Background: an optimization exercise with open tools, aiming at small area. Do not read the settings as production practice.
Where RTL was checked, it was by simulation tests only, not by an equivalence proof against the original.
Function not checked in runs 1, 3 and 4: the RTL went through the layout flow alone.
No driver is modelled on the clock port, so clocking that relies on it looks cheaper here than on a real chip.
Power is estimated from default activity; no workload was simulated.

`flow/flow/run.sh`:
```
#!/bin/bash
# The standard layout (standard.sh) with these changes:
#  - synthesis maps logic with an area-oriented ABC script (abc_area.script)
#    in place of ORFS's speed script; the rest of synthesis is the standard flow's own
#    script, so registers keep their names and cell types
#  - each port gets the smallest buffer, sky130_fd_sc_hd__buf_1
#  - after global placement, prebuffer.tcl gives each net with 20 or more
#    loads one buffer at the centre of its loads, before repair_design
#  - clock tree synthesis uses clkbuf_8 and no dummy loads; after it,
#    clk_resize.tcl swaps each clock buffer for a smaller clock buffer where
#    the estimated slew at its loads stays under CLK_SLEW_LIMIT_PS
# Each step's output goes to a log of its own in this folder.
set -euo pipefail
W="$(cd "$(dirname "$0")/.." && pwd)"
cd "$W"
{
  echo "proc abc {args} {"
  echo "  set i [lsearch \$args -script]"
  echo "  if {\$i >= 0} { lset args [expr {\$i + 1}] $W/flow/abc_area.script }"
  echo "  yosys abc {*}\$args"
  echo "}"
  cat synth_recipe.tcl
} > flow_synth.tcl
sed "s#SYNTH_SCRIPT=[^ ]*#SYNTH_SCRIPT=$W/flow_synth.tcl#" standard.sh > flow_standard.sh
grep -q "SYNTH_SCRIPT=$W/flow_synth.tcl" flow_standard.sh
export BUFFER_PORTS_ARGS="-buffer_cell sky130_fd_sc_hd__buf_1"
export CTS_ARGS="-sink_clustering_enable -repair_clock_nets -dont_use_dummy_load -buf_list sky130_fd_sc_hd__clkbuf_8"
R="$W/orfs/results/$FLOW_PLATFORM/uart_top/base"
bash flow_standard.sh "$R/3_3_place_gp.odb" > flow_1_to_global_place.log 2>&1
PB_RESULTS="$R" PB_MIN_FANOUT=20 openroad -no_init -exit flow/prebuffer.tcl > flow_prebuffer.log 2>&1
bash flow_standard.sh cts > flow_2_to_cts.log 2>&1
CLK_RESULTS="$R" CLK_SLEW_LIMIT_PS=118 \
  openroad -no_init -exit flow/clk_resize.tcl > flow_clk_resize.log 2>&1
bash flow_standard.sh > flow_3_to_finish.log 2>&1
```
`flow/flow/abc_area.script`:
```
strash
dc2
dch -f
amap -F 50 -A 100
```
`flow/flow/clk_resize.tcl`:
```
# Downsize each clock buffer to the smallest clock buffer whose estimated
# slew at its loads stays under CLK_SLEW_LIMIT_PS (placement parasitics).
# Only buffers whose slew already meets the limit are touched, so the root
# buffer, which drives the other buffers, keeps its size. At the end the
# slew at every flip-flop clock pin is checked, and all changes are undone
# if any is over the limit.
set P $::env(FLOW_HOME)/platforms/sky130hd
set R $::env(CLK_RESULTS)
read_liberty $P/lib/sky130_fd_sc_hd__tt_025C_1v80.lib
read_db $R/4_cts.odb
read_sdc $R/4_cts.sdc
source $P/setRC.tcl
estimate_parasitics -placement
set limit $::env(CLK_SLEW_LIMIT_PS)
proc pin_slew {pin} {
  set worst 0
  foreach a {max min} { foreach e {rise fall} {
    set s [get_property $pin slew_${a}_${e}]
    if {[string is double -strict $s]} { set worst [expr {max($worst, [sta::time_ui_sta $s] * 1e12)}] }
  } }
  return $worst
}
proc load_slew {inst} {
  set worst 0
  foreach pin [get_pins -of_objects [get_nets -of_objects [get_pins $inst/X]]] {
    if {[get_property $pin direction] ne "input"} continue
    set worst [expr {max($worst, [pin_slew $pin])}]
  }
  return $worst
}
proc clock_pin_slew {} {
  set worst 0
  foreach pin [all_registers -clock_pins -edge_triggered] { set worst [expr {max($worst, [pin_slew $pin])}] }
  return $worst
}
set sizes {sky130_fd_sc_hd__clkbuf_1 sky130_fd_sc_hd__clkbuf_2 sky130_fd_sc_hd__clkbuf_4 sky130_fd_sc_hd__clkbuf_8 sky130_fd_sc_hd__clkbuf_16}
set changed {}
puts "clock pin slew before: [format %.1f [clock_pin_slew]] ps"
foreach inst [get_cells -quiet clkbuf_*] {
  set name [get_name $inst]
  set orig [get_property $inst ref_name]
  set s0 [load_slew $name]
  puts "$name $orig [format %.1f $s0]"
  if {$s0 > $limit} continue
  foreach cand $sizes {
    if {$cand eq $orig} break
    replace_cell $inst $cand
    estimate_parasitics -placement
    set s [load_slew $name]
    if {$s <= $limit} { puts "  -> $cand [format %.1f $s]"; lappend changed [list $inst $orig]; break }
    replace_cell $inst $orig
    estimate_parasitics -placement
  }
}
set after [clock_pin_slew]
puts "clock pin slew after: [format %.1f $after] ps"
if {$after > $limit} {
  puts "over the limit: undoing all changes"
  foreach c [lreverse $changed] { replace_cell [lindex $c 0] [lindex $c 1] }
  estimate_parasitics -placement
  puts "clock pin slew restored: [format %.1f [clock_pin_slew]] ps"
}
detailed_placement
check_placement
write_db $R/4_cts.odb
```
`flow/flow/prebuffer.tcl`:
```
# Give each high-fanout signal net one buffer, placed at the centre of its
# loads, before the resizer's repair_design runs; repair_design otherwise
# builds chains of large buffers on these nets. Clock nets are left alone.
set P $::env(FLOW_HOME)/platforms/sky130hd
set R $::env(PB_RESULTS)
read_liberty $P/lib/sky130_fd_sc_hd__tt_025C_1v80.lib
read_db $R/3_3_place_gp.odb
read_sdc $R/2_floorplan.sdc
source $P/setRC.tcl
set block [ord::get_db_block]
set n 0
foreach net [$block getNets] {
  if {[$net getSigType] ne "SIGNAL"} continue
  set name [$net getName]
  if {[string match "*clk*" $name]} continue
  set loads {}
  set driver ""
  foreach it [$net getITerms] {
    if {[$it isOutputSignal]} { set driver $it } elseif {[$it isInputSignal]} { lappend loads $it }
  }
  if {$driver eq "" || [llength $loads] < $::env(PB_MIN_FANOUT)} continue
  set sx 0; set sy 0
  foreach it $loads {
    set inst [$it getInst]
    set b [$inst getBBox]
    set sx [expr {$sx + ([$b xMin] + [$b xMax]) / 2.0}]
    set sy [expr {$sy + ([$b yMin] + [$b yMax]) / 2.0}]
  }
  set dbu [$block getDbUnitsPerMicron]
  set x [expr {$sx / [llength $loads] / $dbu}]
  set y [expr {$sy / [llength $loads] / $dbu}]
  set cell [expr {[llength $loads] > 40 ? "sky130_fd_sc_hd__buf_4" : "sky130_fd_sc_hd__buf_2"}]
  puts "net $name: [llength $loads] loads, $cell at ([format %.1f $x], [format %.1f $y])"
  insert_buffer -buffer_cell $cell -net $name -location [list $x $y] -buffer_name prebuf_$n -net_name prebuf_net_$n
  incr n
}
puts "inserted $n buffers"
write_db $R/3_3_place_gp.odb
```
`flow/standard.sh`:
```
#!/bin/bash
# synth_recipe.tcl (not shown) runs the flow's synth.tcl, then flattens the netlist and writes it again
# the make line also repeats each setting of config.mk as NAME=value (left out here)
make -C /OpenROAD-flow-scripts/flow DESIGN_CONFIG=/design/flow/config.mk WORK_HOME=/design/flow/orfs CLKGATE_MAP_FILE= SYNTH_SCRIPT=/design/flow/synth_recipe.tcl "${@:-finish}"
```
`flow/config.mk`:
```
export PLATFORM = sky130hd
export DESIGN_NAME = uart_top
export DESIGN_NICKNAME = uart_top
export VERILOG_FILES = /design/flow/design.v
export SDC_FILE = /design/flow/constraint.sdc
export NUM_CORES = 4
export LEC_CHECK = 0
export CAP_MARGIN = 5
export CORE_MARGIN = 2
export CORE_UTILIZATION = 40
export GPL_TIMING_DRIVEN = 0
export SLEW_MARGIN = 5
```
`flow/constraint.sdc`:
```
create_clock -name core_clock -period 20.0 [get_ports {clk}]
set_input_delay 4.0000 -clock core_clock [delete_from_list [all_inputs] [get_ports {clk}]]
set_output_delay 4.0000 -clock core_clock [all_outputs]
set_load 0.01 [all_outputs]
```
`flow/design.v`:
```
`timescale 1ns / 1ps
module fifo_sync (
    input  clk,
    input  rst,
    input  wr_en,
    input  rd_en,
    input  [7:0] data_in,
    output [7:0] data_out,
    output full,
    output empty
);
reg [7:0] mem [0:7];
reg [3:0] count;
assign full  = count[3];
assign empty = (count == 4'd0);
reg [7:0] head;
integer j;
always @* begin
    head = 8'd0;
    for (j = 0; j < 8; j = j + 1)
        head = head | ({8{count[2:0] == ((j + 1) % 8)}} & mem[j]);
end
assign data_out = head;
wire do_wr = wr_en & ~full;
wire do_rd = rd_en & ~empty;
integer i;
always @(posedge clk) begin
    if (do_wr) begin
        mem[0] <= data_in;
        for (i = 1; i < 8; i = i + 1)
            mem[i] <= mem[i-1];
    end
end
always @(posedge clk) begin
    if (rst)
        count <= 4'd0;
    else if (do_wr & ~do_rd)
        count <= count + 4'd1;
    else if (do_rd & ~do_wr)
        count <= count - 4'd1;
end
endmodule
`timescale 1ns / 1ps
module uart_baud_gen (
    input  clk,
    input  rst,
    output baud_tick
);
reg [2:0] c8;
reg [1:0] c3;
reg [2:0] c7;
reg [4:0] c31;
always @(posedge clk) begin
    if (rst) begin
        c8  <= 3'd0;
        c3  <= 2'd3;
        c7  <= 3'b001;
        c31 <= 5'b00001;
    end else begin
        c8  <= {c8[1:0], c8[2] ^ (c8[1] | ~c8[0])};    
        c3  <= {~c3[1] & c3[0], ~(c3[1] ^ c3[0])};    
        c7  <= {c7[1:0], c7[2] ^ c7[1]};
        c31 <= {c31[3:0], c31[4] ^ c31[2]};
    end
end
assign baud_tick = (c8 == 3'd0) && (c3 == 2'd0) && (c7 == 3'b001) && (c31 == 5'b00001);
endmodule
`timescale 1ns / 1ps
module uart_tx (
    input  wire clk,
    input  wire rst,
    input  wire baud_tick,
    input  wire fifo_empty,
    input  wire [7:0] fifo_data,
    output wire tx_start,
    output reg  tx
);
reg [3:0] state;
reg [7:0] data;
wire idle = (state == 4'd0);
assign tx_start = idle & ~fifo_empty & baud_tick;
always @(posedge clk) begin
    if (idle)
        data <= {fifo_data[5], fifo_data[6], fifo_data[3], fifo_data[7],
                 fifo_data[4], fifo_data[2], fifo_data[1], fifo_data[0]};
end
always @(posedge clk) begin
    if (rst) begin
        state <= 4'd0;
        tx    <= 1'b1;
    end else begin
        tx <= state[3] ? data[state[2:0]] : (state != 4'd1);
        if (idle) begin
            if (tx_start)
                state <= 4'd1;
        end else if (baud_tick) begin
            case (state)
                4'd1:    state <= 4'b1000;
                4'b1100: state <= 4'd2;
                4'd2:    state <= 4'd0;
                default: state <= {1'b1, state[1:0], state[2] ^ (state[1] | ~state[0])};
            endcase
        end
    end
end
endmodule
`timescale 1ns / 1ps
module uart_rx (
    input  wire clk,
    input  wire rst,
    input  wire baud_tick,
    input  wire rx,
    output reg  [7:0] rx_data,
    output wire rx_done
);
reg [3:0] state;
assign rx_done = (state == 4'd3);
always @(posedge clk) begin
    if (state[3] & baud_tick)
        rx_data <= {rx, rx_data[7:1]};
end
always @(posedge clk) begin
    if (rst) begin
        state <= 4'd0;
    end else begin
        case (state)
            4'd0, 4'd3: state <= rx ? 4'd0 : 4'd1;
            4'd4, 4'd5: state <= rx ? 4'd0 : 4'd4;
            4'd1:  if (baud_tick) state <= rx ? 4'd0 : 4'd8;
            4'd2:  if (baud_tick) state <= rx ? 4'd3 : 4'd5;
            4'b1100: if (baud_tick) state <= 4'd2;
            default: if (baud_tick) state <= {1'b1, state[1:0], state[2] ^ (state[1] | ~state[0])};
        endcase
    end
end
endmodule
`timescale 1ns / 1ps
module uart_top (
    input  clk,
    input  rst,
    input  rx,
    output tx,
    input  tx_wr_en,
    input  [7:0] tx_wr_data,
    input  rx_rd_en,
    output reg [7:0] rx_rd_data,
    output tx_full,
    output rx_empty
);
wire baud_tick;
wire tx_start;
wire tx_fifo_empty;
wire [7:0] tx_head;
wire rx_done;
wire [7:0] rx_data;
wire [7:0] rx_head;
wire rx_fifo_full;
uart_baud_gen baud_gen (
    .clk(clk),
    .rst(rst),
    .baud_tick(baud_tick)
);
uart_tx tx_inst (
    .clk(clk),
    .rst(rst),
    .baud_tick(baud_tick),
    .fifo_empty(tx_fifo_empty),
    .fifo_data(tx_head),
    .tx_start(tx_start),
    .tx(tx)
);
uart_rx rx_inst (
    .clk(clk),
    .rst(rst),
    .baud_tick(baud_tick),
    .rx(rx),
    .rx_data(rx_data),
    .rx_done(rx_done)
);
fifo_sync tx_fifo (
    .clk(clk),
    .rst(rst),
    .wr_en(tx_wr_en),
    .rd_en(tx_start),
    .data_in(tx_wr_data),
    .data_out(tx_head),
    .full(tx_full),
    .empty(tx_fifo_empty)
);
fifo_sync rx_fifo (
    .clk(clk),
    .rst(rst),
    .wr_en(rx_done),
    .rd_en(rx_rd_en),
    .data_in(rx_data),
    .data_out(rx_head),
    .full(rx_fifo_full),
    .empty(rx_empty)
);
always @(posedge clk) begin
    if (rx_rd_en & ~rx_empty)
        rx_rd_data <= rx_head;
end
endmodule
```
==> results.txt, run 1 <==
final std cell area, no fill: 7266 um^2
unrepaired setup endpoints after global routing: false
R2R Path End: rx_fifo.count[3]
Post-Route WL: 11900 um
f_max: 0.1563 GHz
crit path cell chain: buf_1, nor2b_1, buf_4, ha_1, clkinv_1, ha_1, a21o_1, a21oi_1, nor2_1, a211oi_1, nor2_1, a211oi_1
Hold EP: rx_fifo.mem[0][0]
initial antenna violation count: 0
WP data required: 20340 ps
FF-to-FF setup slack: 16340 ps
vias in the first global route: 3695
All-Layer GR Usage: 14.23%
row count: 47
setup_tns: 0 ps
CP max FO: 65
Hold Path Origin: rx_inst.rx_data[0]
Worst Reg2Reg Path Length in Cells: 13
CP Launch Type: primary input
Max VDD drop: 53.75 uV
hold crit path type: reg -> reg
CP max-delay cell: buf_4
Net Count, Synth: 449
Slew Limit Fails: 0
Final Setup Violations: 0
DRC viols: 0
final worst-path cycle share: 31.98%
Synth area leaders: edfxtp_1 (68%), dfxtp_1 (9.0%), a222oi_1 (3.6%)
Starting Density: 40.49%
post-CTS sizing: 0
Worst R2R Start: rx_inst.state[3]
Sinks on Clock Net: 182
fin crit period: 6397 ps
actual slew at the worst max-slew pin: 1291 ps
Post-CTS Setup Repair Bufs: 0
CTS Hold Bufs: 0
final hold violations: 0
Root Buffer: clkbuf_8
MaxCap Viol Count: 0
Data arrival, critical path: 6740 ps
H-tree lvl count: 4
Synth Cell Area: 6668 um^2
Final HPWL DP: 7355 um
crit-path max cell delay: 680 ps
Leak: 2.299 nW
Pwr Total: 0.8230 mW
Initial DRT Pass Iterations: 5
Synth Instances: 426
CP Capture Type: flip-flop
Vias: 3818
Worst Hold Depth: 0
layout cells sized above 1: 5.096%
post-synth top area cell: edfxtp_1
Max-Slew Margin vs Limit: 13.30%
Area growth syn-to-layout: 8.970%
Core Footprint: 16470 um^2
Reg clk slew, reported paths: 80 ps
top cell type's share of synthesized area: 68.46%
clock buffer depth: 2
drt via density: 5.525
pwr dens: 113.3 nW/um^2
first-pass GRT wire length: 19550 um
Netlist cell types: 31
clock latency (worst-skew pair): 440 ps
die area: 17720 um^2
Setup Skew: 30.00 ps
DR iter-0 viols: 481
Worst Setup SP: tx_wr_en
Crit Path Class: in -> reg
number of diodes: 0
Die X: 133.1 um
Die H: 133.1 um
GP Congestion: 0.8004
DR WL/cell: 17.22 um
synthesis-stage register bit count: 182
antenna-violating nets left: 0
CTS tree: done
Num CTS Buffers: 17
I/O Buffers: 23
Seq/Total Area, Yosys: 77.46%
Yosys Warn Count: 6
status: finished clean
Mean Syn Cell Area: 15.65 um^2
Layout Nets: 496
largest net degree at the start of global routing: 66
I/O pin cnt: 24
DP Area: 7063 um^2
grt total ovfl: 0
## cells in the final DEF, fill, tap and decap left out, types with 4 or more instances in the layout
master	netlist	final
a211oi_1	5	5
a21oi_1	7	7
a221oi_1	5	5
a222oi_1	24	24
a22oi_1	24	24
buf_1	0	23
clkbuf_4	0	8
clkbuf_8	0	10
clkinv_1	37	37
dfxtp_1	30	30
edfxtp_1	152	152
ha_1	8	8
nand2_1	23	23
nand4_1	16	16
nor2_1	33	33
nor2b_1	4	4
nor3_1	20	19
o21ai_0	9	9
## where the power goes
part           switching, mW  total [mW]  internal, mW
Sequential            0.0281       0.501         0.473
Combinational          0.102       0.157        0.0551
Clock                  0.104       0.165        0.0608
## kinds of logic after synthesis
| kind of cell | after synthesis | share of synthesized area [%] |
|---|---|---|
| buffers and inverters | 37 | 2.083 |
| adders and majority gates | 10 | 2.102 |
| and+or+nand+nor | 106 | 7.431 |
| AOI/OAI and AO/OA | 91 | 10.92 |
| DFF | 182 | 77.46 |
## critical path: cells and delay by family
family	cells	cell delay (ps)
simple gates	3	400
compound gates	4	750
buf+inv	3	890
fa+ha+maj	2	650
## state kept, by name (all words and copies together), names as in the netlist
register         cells
rx_inst.state        4
baud_gen.c31         5
rx_rd_data           8
baud_gen.c8          3
baud_gen.c7          3
rx_fifo.mem         64
tx_inst.tx           1
tx_inst.state        4
tx_inst.data         8
tx_fifo.count        4
baud_gen.c3          2
rx_inst.rx_data      8
tx_fifo.mem         64
rx_fifo.count        4
## worst max path at each step
stage                       endpoint  slack [ps]
finish              tx_fifo.count[3]       13600
global route        tx_fifo.count[3]       13330
CTS                         rx_empty       13470
detailed placement  tx_fifo.count[3]       13200
global placement    rx_fifo.count[3]        8400
floorplan           rx_fifo.count[3]       10820
## per-layer routing
| layer | track usage [%] | routed length [um] |
|---|---|---|
| met5 | 0 | 0 |
| met4 | 4.905 | 144 |
| met3 | 4.033 | 688 |
| met2 | 21.91 | 5619 |
| met1 | 19.62 | 5444 |
## metrics by stage
step                hold slack [ps]  std cells  utilization, %  worst slack (ps)
floorplan                     395.2        426               -             10820
global placement              404.2        669           42.69              8399
detailed placement            411.9        673           42.90             13200
CTS                           431.2        690           44.32             13470
global route                  448.8        691           44.13             13330
finish                        431.4        691           44.13             13600
## cell usage after synthesis (all sizes together)
library cell,n
a21o,2
o311a,1
clkinv,37
a22o,1
o221ai,2
o221a,3
a22oi,24
a211oi,5
nand3,3
a31oi,3
nor2,33
a221oi,5
a21oi,7
o21a,1
o41ai,1
o31ai,2
nand2,23
or2,2
o21ai,9
nand4,16
edfxtp,152
a222oi,24
nor4,3
a2111o,1
nand2b,1
dfxtp,30
ha,8
nor3,20
or4,1
fa,2
nor2b,4
## layout make-up
cell class | count | area (um^2)
Tap cell | 220 | 275.3
Clock buffer | 17 | 190.2
Timing Repair Buffer | 28 | 121.4
Fill cell | 1490 | 9200
Inverter | 37 | 138.9
Multi-Input combinational cell | 207 | 1375
Sequential cell | 182 | 5165
==> inputs of run 2 (changes only) <==
--- a/flow/design.v
+++ b/flow/design.v
@@ -114,20 +114,22 @@
     output wire rx_done
 );
 reg [3:0] state;
-assign rx_done = (state == 4'd3);
+reg       rx_prev;
+assign rx_done = (state == 4'd3) & rx_prev;
 always @(posedge clk) begin
     if (state[3] & baud_tick)
         rx_data <= {rx, rx_data[7:1]};
 end
 always @(posedge clk) begin
     if (rst) begin
-        state <= 4'd0;
+        state   <= 4'd0;
+        rx_prev <= 1'b1;
     end else begin
+        rx_prev <= rx;
         case (state)
-            4'd0, 4'd3: state <= rx ? 4'd0 : 4'd1;
-            4'd4, 4'd5: state <= rx ? 4'd0 : 4'd4;
+            4'd0, 4'd3: state <= (rx_prev & ~rx) ? 4'd1 : 4'd0;
             4'd1:  if (baud_tick) state <= rx ? 4'd0 : 4'd8;
-            4'd2:  if (baud_tick) state <= rx ? 4'd3 : 4'd5;
+            4'd2:  if (baud_tick) state <= 4'd3;
             4'b1100: if (baud_tick) state <= 4'd2;
             default: if (baud_tick) state <= {1'b1, state[1:0], state[2] ^ (state[1] | ~state[0])};
         endcase
--- a/flow/flow/run.sh
+++ b/flow/flow/run.sh
@@ -4,7 +4,7 @@
 #    in place of ORFS's speed script; the rest of synthesis is the standard flow's own
 #    script, so registers keep their names and cell types
 #  - each port gets the smallest buffer, sky130_fd_sc_hd__buf_1
-#  - after global placement, prebuffer.tcl gives each net with 20 or more
+#  - after global placement, prebuffer.tcl gives each net with 12 or more
 #    loads one buffer at the centre of its loads, before repair_design
 #  - clock tree synthesis uses clkbuf_8 and no dummy loads; after it,
 #    clk_resize.tcl swaps each clock buffer for a smaller clock buffer where
@@ -27,7 +27,7 @@
 export CTS_ARGS="-sink_clustering_enable -repair_clock_nets -dont_use_dummy_load -buf_list sky130_fd_sc_hd__clkbuf_8"
 R="$W/orfs/results/$FLOW_PLATFORM/uart_top/base"
 bash flow_standard.sh "$R/3_3_place_gp.odb" > flow_1_to_global_place.log 2>&1
-PB_RESULTS="$R" PB_MIN_FANOUT=20 openroad -no_init -exit flow/prebuffer.tcl > flow_prebuffer.log 2>&1
+PB_RESULTS="$R" PB_MIN_FANOUT=12 openroad -no_init -exit flow/prebuffer.tcl > flow_prebuffer.log 2>&1
 bash flow_standard.sh cts > flow_2_to_cts.log 2>&1
 CLK_RESULTS="$R" CLK_SLEW_LIMIT_PS=118 \
   openroad -no_init -exit flow/clk_resize.tcl > flow_clk_resize.log 2>&1
==> run 2 against run 1 <==
  * Sequential share of layout area rose by 0.40 points
  * Clock skew fell by 0.65 ps
  * Non-clock buffer count rose by 1
  * Hold slack got worse by 3.8 ps
  * Critical path type unchanged
  * Critical endpoint unchanged
==> results.txt, run 2 <==
vias in the first global route: 3692
I/O pin cnt: 24
Data arrival, critical path: 6680 ps
pwr dens: 110.5 nW/um^2
Max-Slew Margin vs Limit: 12.42%
Starting Density: 40.56%
Hold Path Origin: rx_inst.rx_data[0]
clock latency (worst-skew pair): 440 ps
unrepaired setup endpoints after global routing: false
drt via density: 5.487
synthesis-stage register bit count: 183
most frequent cells in the layout: edfxtp_1 (152), clkinv_1 (39), dfxtp_1 (31), nor2_1 (30), a222oi_1 (29)
H-tree lvl count: 4
row count: 47
MaxCap Viol Count: 0
utilization after layout: 44.21%
Core Footprint: 16410 um^2
Seq/Total Area, Yosys: 77.92%
final hold violations: 0
Root Buffer: clkbuf_8
CP Launch Type: primary input
initial antenna violation count: 0
Num CTS Buffers: 17
Max VDD drop: 51.02 uV
DR WL/cell: 17.56 um
number of diodes: 0
post-CTS sizing: 0
CP max-delay cell: buf_4
# fillers: 1466
Post-CTS Setup Repair Bufs: 0
final worst-path cycle share: 31.65%
hold crit path type: reg -> reg
Die X: 133.0 um
f_max: 0.1580 GHz
CTS Hold Bufs: 0
FFs w/ async S/R, synth: 0%
Vias: 3753
first-pass GRT wire length: 19690 um
CP max FO: 65
Setup Skew: 29.35 ps
commonest non-fill, non-tap cell in the layout: edfxtp_1
Die H: 133.0 um
Net Count, Synth: 441
antenna-violating nets left: 0
crit-path max cell delay: 660 ps
setup_tns: 0 ps
Netlist cell types: 33
CP Capture Type: flip-flop
final std cell area, no fill: 7253 um^2
post-synth top area cell: edfxtp_1
cell with the most instances after synthesis: edfxtp_1
Worst Setup SP: tx_wr_en
layout cells sized above 1: 5.603%
fin crit period: 6330 ps
DR iter-0 viols: 502
status: finished clean
GP Congestion: 0.8505
CTS tree: done
largest net degree at the start of global routing: 66
Post-synth EDFFs: 152
Yosys Warn Count: 6
clock buffer depth: 2
biggest regs: rx_fifo.mem: 64 flops, tx_fifo.mem: 64 flops
Slew Limit Fails: 0
actual slew at the worst max-slew pin: 1304 ps
Mean Syn Cell Area: 15.92 um^2
Synth Instances: 418
Sinks on Clock Net: 183
grt total ovfl: 0
WP data required: 20350 ps
die area: 17680 um^2
All-Layer GR Usage: 14.41%
Initial DRT Pass Iterations: 5
I/O Buffers: 23
DRC viols: 0
Worst R2R Start: rx_inst.state[1]
synth cell count leaders: edfxtp_1 (152), clkinv_1 (39), dfxtp_1 (31)
Crit Path Class: in -> reg
crit path cell chain: buf_1, nor2b_1, buf_4, ha_1, clkinv_1, ha_1, a21o_1, a21oi_1, nor2_1, a211oi_1, nor2_1, a211oi_1
Synth Cell Area: 6654 um^2
top cell type's share of synthesized area: 68.60%
Area growth syn-to-layout: 9.007%
Layout Nets: 489
Leak: 2.290 nW
main flop type after synthesis: edfxtp_1
Final Setup Violations: 0
Synth area leaders: edfxtp_1 (69%), dfxtp_1 (9.3%), a222oi_1 (4.4%)
DP Area: 7059 um^2
Post-Route WL: 12010 um
Reg clk slew, reported paths: 100 ps
Final HPWL DP: 7439 um
==> run 2: cell count changes after synthesis, sizes merged, moves of 3 or more <==
cell / before / now
nand3: 3 / 11
nand4: 16 / 9
a222oi: 24 / 29
nor2: 33 / 30
a22oi: 24 / 21
nand2: 23 / 15
==> run 2: layout make-up <==
cell class	count	area, um^2	share of cell area (%)
repair buffers	29	123.9	1.708
inverters	39	146.4	2.018
flip-flops and latches	183	5185	71.49
multi-input cells	196	1339	18.46
well taps	220	275.3	3.795
clock buffers	17	183.9	2.536
==> run 2: path summary, 6_finish.rpt <==
| path | slack, ps | cells past startpoint | end |
|---|---|---|---|
| max | 13670 | 12 | tx_fifo.count[3] |
| min | 430 | 0 | rx_fifo.mem[0][0] |
| max reg2reg | 16330 | 13 | rx_fifo.count[3] |
| min reg2reg | 430 | 0 | rx_fifo.mem[0][0] |
==> run 2: kinds of logic after synthesis <==
logic type / Yosys count / synth area share [%]
DFF: 183 / 77.92
and+or+nand+nor: 94 / 6.600
AOI/OAI and AO/OA: 92 / 11.17
buffers and inverters: 39 / 2.200
adders and majority gates: 10 / 2.106
==> run 2: per-stage QoR <==
step | total power [mW] | cells | hold WS (ps) | setup WS [ps]
detailed placement | 0.6460 | 666 | 404.5 | 13150
floorplan | 0.5985 | 418 | 395.2 | 11250
global placement | 0.6406 | 661 | 406.6 | 10130
global route | 0.8466 | 684 | 421.0 | 13350
finish | 0.8015 | 684 | 427.5 | 13670
CTS | 0.8286 | 683 | 427.8 | 13650
==> run 2: per-layer routing <==
| metal | global-route usage (%) | routed length, um | share of wire [%] | up-vias |
|---|---|---|---|---|
| li1 | - | - | - | 1768 |
| met1 | 19.81 | 5483 | 46 | 1831 |
| met2 | 21.79 | 5618 | 47 | 138 |
| met3 | 4.023 | 746 | 6.2 | 16 |
| met4 | 5.795 | 163 | 1.4 | 0 |
| met5 | 0 | 0 | 0 | - |
==> run 2: power by group <==
part	internal [mW]	switching [mW]
clock	0.0587	0.105
combinational	0.0476	0.0879
sequential	0.475	0.0270
total	0.581	0.220
==> run 2: critical path: cells and delay by family <==
kind                       cells  cell delay, ps
buffers and inverters          3             870
AOI/OAI and AO/OA              4             770
adders and majority gates      2             660
and+or+nand+nor                3             350
==> inputs of run 3 (changes only) <==
--- a/flow/design.v
+++ b/flow/design.v
@@ -44,7 +44,8 @@
 module uart_baud_gen (
     input  clk,
     input  rst,
-    output baud_tick
+    output baud_tick,
+    output baud_tick_d      
 );
 reg [2:0] c8;
 reg [1:0] c3;
@@ -64,21 +65,24 @@
     end
 end
 assign baud_tick = (c8 == 3'd0) && (c3 == 2'd0) && (c7 == 3'b001) && (c31 == 5'b00001);
+assign baud_tick_d = (c8 == 3'b001) && (c3 == 2'd1) && (c7 == 3'b010) && (c31 == 5'b00010);
 endmodule
 `timescale 1ns / 1ps
 module uart_tx (
     input  wire clk,
     input  wire rst,
     input  wire baud_tick,
+    input  wire baud_tick_d,
     input  wire fifo_empty,
     input  wire [7:0] fifo_data,
     output wire tx_start,
-    output reg  tx
+    output wire tx
 );
 reg [3:0] state;
 reg [7:0] data;
 wire idle = (state == 4'd0);
 assign tx_start = idle & ~fifo_empty & baud_tick;
+assign tx = state[3] ? data[state[2:0]] : (state != 4'd3);
 always @(posedge clk) begin
     if (idle)
         data <= {fifo_data[5], fifo_data[6], fifo_data[3], fifo_data[7],
@@ -87,20 +91,15 @@
 always @(posedge clk) begin
     if (rst) begin
         state <= 4'd0;
-        tx    <= 1'b1;
     end else begin
-        tx <= state[3] ? data[state[2:0]] : (state != 4'd1);
-        if (idle) begin
-            if (tx_start)
-                state <= 4'd1;
-        end else if (baud_tick) begin
-            case (state)
-                4'd1:    state <= 4'b1000;
-                4'b1100: state <= 4'd2;
-                4'd2:    state <= 4'd0;
-                default: state <= {1'b1, state[1:0], state[2] ^ (state[1] | ~state[0])};
-            endcase
-        end
+        case (state)
+            4'd0:    if (tx_start) state <= 4'd1;
+            4'd1:    state <= 4'd3;
+            4'd3:    if (baud_tick_d) state <= 4'b1000;
+            4'b1100: if (baud_tick_d) state <= 4'd2;
+            4'd2:    if (baud_tick_d) state <= 4'd0;
+            default: if (baud_tick_d) state <= {1'b1, state[1:0], state[2] ^ (state[1] | ~state[0])};
+        endcase
     end
 end
 endmodule
@@ -150,6 +149,7 @@
     output rx_empty
 );
 wire baud_tick;
+wire baud_tick_d;
 wire tx_start;
 wire tx_fifo_empty;
 wire [7:0] tx_head;
@@ -160,12 +160,14 @@
 uart_baud_gen baud_gen (
     .clk(clk),
     .rst(rst),
-    .baud_tick(baud_tick)
+    .baud_tick(baud_tick),
+    .baud_tick_d(baud_tick_d)
 );
 uart_tx tx_inst (
     .clk(clk),
     .rst(rst),
     .baud_tick(baud_tick),
+    .baud_tick_d(baud_tick_d),
     .fifo_empty(tx_fifo_empty),
     .fifo_data(tx_head),
     .tx_start(tx_start),
--- a/flow/flow/run.sh
+++ b/flow/flow/run.sh
@@ -4,7 +4,7 @@
 #    in place of ORFS's speed script; the rest of synthesis is the standard flow's own
 #    script, so registers keep their names and cell types
 #  - each port gets the smallest buffer, sky130_fd_sc_hd__buf_1
-#  - after global placement, prebuffer.tcl gives each net with 12 or more
+#  - after global placement, prebuffer.tcl gives each net with 20 or more
 #    loads one buffer at the centre of its loads, before repair_design
 #  - clock tree synthesis uses clkbuf_8 and no dummy loads; after it,
 #    clk_resize.tcl swaps each clock buffer for a smaller clock buffer where
@@ -27,7 +27,7 @@
 export CTS_ARGS="-sink_clustering_enable -repair_clock_nets -dont_use_dummy_load -buf_list sky130_fd_sc_hd__clkbuf_8"
 R="$W/orfs/results/$FLOW_PLATFORM/uart_top/base"
 bash flow_standard.sh "$R/3_3_place_gp.odb" > flow_1_to_global_place.log 2>&1
-PB_RESULTS="$R" PB_MIN_FANOUT=12 openroad -no_init -exit flow/prebuffer.tcl > flow_prebuffer.log 2>&1
+PB_RESULTS="$R" PB_MIN_FANOUT=20 openroad -no_init -exit flow/prebuffer.tcl > flow_prebuffer.log 2>&1
 bash flow_standard.sh cts > flow_2_to_cts.log 2>&1
 CLK_RESULTS="$R" CLK_SLEW_LIMIT_PS=118 \
   openroad -no_init -exit flow/clk_resize.tcl > flow_clk_resize.log 2>&1
==> run 3 against run 2 <==
  * Clock skew increased by 6.2 ps
  * Register-to-register slack improved by 60 ps
  * Power increased by 5.4%
  * Final cell count increased by 1.8%
  * Clock power about the same
  * Core utilization decreased by 0.10 points
  * Setup slack improved by 130 ps
  * Maximum frequency increased by 2.0%
  * Combinational power increased by 25%
  * Wire length decreased by 0.78%
  * Cell area increased by 0.12%
  * Flip-flop and latch count decreased by 1
==> results.txt, run 3 <==
Sinks on Clock Net: 182
layout cells sized above 1: 5.252%
Data arrival, critical path: 6570 ps
initial antenna violation count: 0
FFs w/ async S/R, synth: 0%
synth cell count leaders: edfxtp_1 (152), clkinv_1 (41), nor2_1 (34)
number of diodes: 0
first-pass GRT wire length: 19550 um
grt total ovfl: 0
Starting Density: 40.52%
utilization after layout: 44.10%
final worst-path cycle share: 31.02%
Reg clk slew, reported paths: 110 ps
Pwr Total: 0.8451 mW
DR WL/cell: 17.12 um
hold crit path type: reg -> reg
Post-CTS Setup Repair Bufs: 0
All-Layer GR Usage: 14.34%
Mean Syn Cell Area: 15.51 um^2
Layout Nets: 502
most frequent cells in the layout: edfxtp_1 (152), clkinv_1 (41), nor2_1 (34), dfxtp_1 (30), a222oi_1 (27)
pwr dens: 116.4 nW/um^2
CP max FO: 65
switching share of power: 29.35%
Vias: 3836
Initial DRT Pass Iterations: 5
MaxCap Viol Count: 0
# fillers: 1492
commonest non-fill, non-tap cell in the layout: edfxtp_1
biggest regs: rx_fifo.mem: 64 flops, tx_fifo.mem: 64 flops
post-synth top area cell: edfxtp_1
DR iter-0 viols: 444
Synth Instances: 430
Root Buffer: clkbuf_8
row count: 47
main flop type after synthesis: edfxtp_1
Crit Path Class: in -> reg
Num CTS Buffers: 17
Area growth syn-to-layout: 8.852%
Core Footprint: 16470 um^2
Synth Cell Area: 6671 um^2
DP Area: 7063 um^2
synthesis-stage register bit count: 182
fin crit period: 6204 ps
Max-Slew Margin vs Limit: 12.76%
I/O pin cnt: 24
DRC viols: 0
Netlist cell types: 29
Yosys Warn Count: 6
CTS Hold Bufs: 0
f_max: 0.1612 GHz
Final Setup Violations: 0
Post-Route WL: 11920 um
die area: 17730 um^2
Setup Skew: 35.59 ps
Synth area leaders: edfxtp_1 (68%), dfxtp_1 (9.0%), a222oi_1 (4.1%)
power share of the combinational group: 20.0%
top cell type's share of synthesized area: 68.42%
setup_tns: 0 ps
clock buffer depth: 2
Flop pwr share: 60.4%
area of the multi-input gates: 1363 um^2
Slew Limit Fails: 0
CP Capture Type: flip-flop
final std cell area, no fill: 7262 um^2
post-CTS sizing: 0
Max VDD drop: 45.10 uV
GP Congestion: 0.8220
CP Launch Type: primary input
largest net degree at the start of global routing: 66
Sequential Area: 5165 um^2
cell with the most instances after synthesis: edfxtp_1
CTS tree: done
Die X: 133.1 um
vias in the first global route: 3739
NetSw: 0.2481 mW
I/O Buffers: 23
Clk network pwr share: 19.6%
final hold violations: 0
Internal: 0.5970 mW
antenna-violating nets left: 0
status: finished clean
Leak: 2.292 nW
Final HPWL DP: 7518 um
WP data required: 20370 ps
actual slew at the worst max-slew pin: 1299 ps
Net Count, Synth: 454
unrepaired setup endpoints after global routing: false
Die H: 133.1 um
H-tree lvl count: 4
Seq/Total Area, Yosys: 77.42%
drt via density: 5.511
Post-synth EDFFs: 152
clock latency (worst-skew pair): 460 ps
-- run 3: cell count changes after synthesis, sizes merged, moves of 2 or more --
cell,before,now
clkinv,39,41
nand4,9,17
a222oi,29,27
a211oi,5,7
nand3,11,5
a31oi,1,4
o221a,2,0
o31ai,0,2
nor2,30,34
a221oi,4,2
nand2,15,25
o32ai,2,0
-- run 3: power by group through the flow --
stage               Sequential (mW)  Combinational [mW]  Clock (mW)
finish                        0.511               0.169       0.165
detailed placement            0.519               0.169           0
CTS                           0.511               0.170       0.190
floorplan                     0.517               0.117           0
global placement              0.521               0.161           0
global route                  0.517               0.194       0.185
-- run 3: path summary, 6_finish.rpt --
check	start	endpoint	slack (ps)	depth (start not counted)
worst max register to register	rx_inst.state[3]	rx_fifo.count[3]	16390	13
worst min register to register	baud_gen.c31[1]	baud_gen.c31[2]	410	2
worst min-delay path	baud_gen.c31[1]	baud_gen.c31[2]	410	2
worst max-delay path	tx_wr_en	tx_fifo.count[3]	13800	12
-- run 3: final cells by class --
type,instances,share of cell area [%]
Timing Repair Buffer,29,1.671
Multi-Input combinational cell,207,18.76
Clock buffer,17,2.533
Sequential cell,182,71.12
Inverter,41,2.119
Tap cell,220,3.790
-- run 3: worst max-delay path, stage by stage --
cell	delay, ps
buf_1	70
nor2b_1	140
buf_4	640
ha_1	330
clkinv_1	160
ha_1	320
a21o_1	170
a21oi_1	190
nor2_1	60
a211oi_1	240
nor2_1	70
a211oi_1	180
-- run 3: metrics by stage --
| stage | hold WS (ps) | instances | setup slack, ps |
|---|---|---|---|
| after global routing | 420.9 | 696 | 13470 |
| final | 412.8 | 696 | 13800 |
| after global placement | 410.6 | 673 | 8686 |
| after detailed placement | 413.4 | 678 | 13300 |
| after floorplan | 400.3 | 430 | 10950 |
| after CTS | 429.2 | 695 | 13770 |
-- run 3: routing by layer --
| layer | part of all wire, % | up-vias | GRT usage (%) |
|---|---|---|---|
| li1 | - | 1808 | - |
| met1 | 45 | 1894 | 18.86 |
| met2 | 48 | 118 | 22.88 |
| met3 | 5.3 | 16 | 3.881 |
| met4 | 1.6 | 0 | 5.674 |
| met5 | 0 | - | 0 |
-- run 3: kinds of logic after synthesis --
family / share of synthesized area (%)
AND/OR/NAND/NOR: 7.296
flip-flops: 77.42
adder cells (fa/ha/maj): 2.288
AO/OA/AOI/OAI: 10.69
buffers and inverters: 2.307
==> inputs of run 4 (changes only) <==
--- a/flow/design.v
+++ b/flow/design.v
@@ -113,22 +113,20 @@
     output wire rx_done
 );
 reg [3:0] state;
-reg       rx_prev;
-assign rx_done = (state == 4'd3) & rx_prev;
+assign rx_done = (state == 4'd3);
 always @(posedge clk) begin
     if (state[3] & baud_tick)
         rx_data <= {rx, rx_data[7:1]};
 end
 always @(posedge clk) begin
     if (rst) begin
-        state   <= 4'd0;
-        rx_prev <= 1'b1;
+        state <= 4'd0;
     end else begin
-        rx_prev <= rx;
         case (state)
-            4'd0, 4'd3: state <= (rx_prev & ~rx) ? 4'd1 : 4'd0;
+            4'd0, 4'd3: state <= rx ? 4'd0 : 4'd1;
+            4'd4, 4'd5: state <= rx ? 4'd0 : 4'd4;
             4'd1:  if (baud_tick) state <= rx ? 4'd0 : 4'd8;
-            4'd2:  if (baud_tick) state <= 4'd3;
+            4'd2:  if (baud_tick) state <= rx ? 4'd3 : 4'd5;
             4'b1100: if (baud_tick) state <= 4'd2;
             default: if (baud_tick) state <= {1'b1, state[1:0], state[2] ^ (state[1] | ~state[0])};
         endcase
==> run 4 against run 3 <==
  * First-iteration DRC count increased by 3.6%
  * Combinational power about the same
  * Power increased by 0.65%
  * Maximum frequency down 3.1%
  * Still clean on timing, DRC and antenna
  * Setup slack worse by 200 ps
  * Clock skew increased by 1.5 ps
  * Count of clock-buffer cells in the layout did not move
  * Synthesized cell count is 0.23% higher
  * Sequential power about the same
  * Critical endpoint is now rx_empty
  * Hold slack better by 2.5 ps
  * Via count is 2.8% higher
  * Largest cell class unchanged
==> results.txt, run 4 <==
CTS tree: done
Reg clk slew, reported paths: 120 ps
row count: 47
FFs w/ async S/R, synth: 0%
Synth area leaders: edfxtp_1 (68%), dfxtp_1 (8.7%), a222oi_1 (3.7%)
DR WL/cell: 17.60 um
Flop pwr share: 60.4%
pwr dens: 117.2 nW/um^2
Initial DRT Pass Iterations: 7
Leak: 2.284 nW
crit path cell chain: nor3_1, clkinv_1, nor2_1, buf_1
Synth Cell Area: 6683 um^2
Post-Route WL: 12210 um
Final HPWL DP: 7549 um
clock buffer depth: 2
actual slew at the worst max-slew pin: 1362 ps
Area growth syn-to-layout: 8.631%
vias in the first global route: 3574
Internal: 0.5985 mW
CP Capture Type: primary output
number of diodes: 0
WP data required: 16000 ps
DR iter-0 viols: 460
I/O Buffers: 23
CP max FO: 9
Netlist cell types: 29
Crit Path Class: reg -> out
DRC viols: 0
Root Buffer: clkbuf_8
I/O pin cnt: 24
setup_tns: 0 ps
All-Layer GR Usage: 14.06%
Final Setup Violations: 0
commonest non-fill, non-tap cell in the layout: edfxtp_1
R2R Path End: rx_fifo.count[3]
CP max-delay cell: nor3_1
Worst Reg2Reg Path Length in Cells: 13
initial antenna violation count: 0
Die X: 133.3 um
most frequent cells in the layout: edfxtp_1 (152), clkinv_1 (41), nor2_1 (34), dfxtp_1 (29), a22oi_1 (28)
biggest regs: rx_fifo.mem: 64 flops, tx_fifo.mem: 64 flops
antenna-violating nets left: 0
Sinks on Clock Net: 181
Max-Slew Margin vs Limit: 8.498%
Worst R2R Start: rx_inst.state[3]
drt via density: 5.684
synth cell count leaders: edfxtp_1 (152), clkinv_1 (41), nor2_1 (34)
clock latency (worst-skew pair): 440 ps
final hold violations: 0
Starting Density: 40.59%
power share of the combinational group: 19.9%
layout cells sized above 1: 4.430%
Core Footprint: 16470 um^2
main flop type after synthesis: edfxtp_1
crit-path leading delay family: simple AND/OR/NAND/NOR gates
synthesis-stage register bit count: 181
Slew Limit Fails: 0
# fillers: 1477
Yosys Warn Count: 6
status: finished clean
Layout Nets: 500
Stages on worst setup path: 4
f_max: 0.1562 GHz
NetSw: 0.2520 mW
Pwr Total: 0.8506 mW
Clk network pwr share: 19.8%
final worst-path cycle share: 32.02%
Worst Hold Depth: 0
grt total ovfl: 0
Buf/Inv on CP: 2
Seq/Total Area, Yosys: 76.99%
Worst Setup SP: rx_fifo.count[0]
Post-synth EDFFs: 152
crit-path max cell delay: 1030 ps
Synth Instances: 431
Mean Syn Cell Area: 15.51 um^2
cell with the most instances after synthesis: edfxtp_1
post-synth top area cell: edfxtp_1
top cell type's share of synthesized area: 68.30%
MaxCap Viol Count: 0
Net Count, Synth: 455
Die H: 133.3 um
Vias: 3945
largest net degree at the start of global routing: 66
Num CTS Buffers: 17
GP Congestion: 0.8776
first-pass GRT wire length: 19200 um
Max VDD drop: 51.50 uV
Setup Skew: 37.13 ps
CP Launch Type: flip-flop
switching share of power: 29.63%
Post-CTS Setup Repair Bufs: 0
Worst Setup EP: rx_empty
unrepaired setup endpoints after global routing: false
H-tree lvl count: 4
CTS Hold Bufs: 0
post-CTS sizing: 0
die area: 17760 um^2
hold crit path type: reg -> reg
FF-to-FF setup slack: 16360 ps
fin crit period: 6404 ps
Data arrival, critical path: 2400 ps
[run 4: changes by cell type in the layout (fill, tap and decap cells not counted), moves of 2 or more]
cell      previous run  this run
a222oi_1            27        25
a21oi_1              9         7
buf_2                3         1
o21ai_0              7         9
a22oi_1             21        28
nand2_1             25        20
nor3_1              16        19
[run 4: power groups by stage]
stage          clock network (mW)  logic [mW]  registers (mW)
3_5_place_dp                    0       0.168           0.521
3_3_place_gp                    0       0.161           0.524
6_report                    0.168       0.169           0.513
4_1_cts                     0.191       0.169           0.513
2_1_floorplan                   0       0.118           0.520
5_1_grt                     0.189       0.189           0.520
[run 4: cell families (layout without fill, tap and decap cells)]
| group | count (synthesis) | after routing | share of synthesized area [%] |
|---|---|---|---|
| DFF | 181 | 181 | 76.99 |
| and+or+nand+nor | 102 | 102 | 7.077 |
| AOI/OAI and AO/OA | 96 | 96 | 11.35 |
| buffers and inverters | 41 | 84 | 2.303 |
| adders and majority gates | 11 | 11 | 2.284 |
[run 4: worst min-delay path by stage]
stage,end,slack (ps),from
finish,tx_fifo.mem[3][2],420,tx_fifo.mem[2][2]
CTS,rx_fifo.mem[0][5],420,rx_inst.rx_data[5]
detailed placement,rx_fifo.mem[0][0],400,rx_inst.rx_data[0]
global placement,rx_fifo.mem[0][0],410,rx_inst.rx_data[0]
floorplan,rx_fifo.mem[0][0],400,rx_inst.rx_data[0]
global route,tx_fifo.mem[3][2],420,tx_fifo.mem[2][2]
[run 4: routing by layer]
metal | share of wire (%) | vias to the layer above | global-route usage (%) | wire (um)
met3 | 5.7 | 18 | 3.501 | 691
met4 | 1.6 | 0 | 5.733 | 195
li1 | - | 1818 | - | -
met1 | 47 | 1936 | 20.10 | 5768
met2 | 46 | 173 | 20.70 | 5558
met5 | 0 | - | 0 | 0
[run 4: through the flow]
| stage | setup slack (ps) | instance area [um^2] | std cells | utilization (%) | hold slack (ps) |
|---|---|---|---|---|---|
| finish | 13600 | 7259 | 694 | 44.09 | 415.3 |
| CTS | 13560 | 7298 | 694 | 44.32 | 422.8 |
| floorplan | 10820 | 6683 | 431 | - | 400.3 |
| global route | 13320 | 7259 | 694 | 44.09 | 418.6 |
| detailed placement | 13160 | 7064 | 677 | 42.90 | 404.5 |
| global placement | 8604 | 7044 | 674 | 42.78 | 408.8 |
[run 4: layout make-up]
cell class / instances / area [um^2] / area share [%]
Sequential cell: 181 / 5145 / 70.87
Multi-Input combinational cell: 209 / 1389 / 19.13
Tap cell: 220 / 275.3 / 3.792
Clock buffer: 17 / 190.2 / 2.620
Inverter: 41 / 153.9 / 2.120
Timing Repair Buffer: 26 / 106.4 / 1.465

[re-timing with driven ports]
In the flow no input, the clock included, has a driving cell. The finished layouts below were timed again as built, in two steps. Step 1: set_driving_cell puts a clkbuf_16 on clk and a buf_2 on each other input, an assumption about the parent block. Step 2 moves the port delays by t, midway between the first and last clock arrival at a register: inputs arrive t later, outputs are due t later. That takes back most of the time a late clock gives input paths. a / b / c = ideal / step 1 / step 2; a / b = the first two.
run	t, ns	setup slack, ns	hold WS [ns]
run 1	0.463	13.604 / 13.620 / 13.157	0.431 / 0.431 / 0.431
run 2	0.465	13.670 / 13.679 / 13.214	0.428 / 0.428 / 0.428
run 3	0.478	13.796 / 13.811 / 13.334	0.413 / 0.413 / 0.413
run 4	0.463	13.596 / 13.556 / 13.182	0.415 / 0.415 / 0.415
After both steps setup and hold are still met in every run listed. For run 3, which loses most, drivers alone change the setup slack by +0.015 ns; drivers and shift together by -0.462 ns.
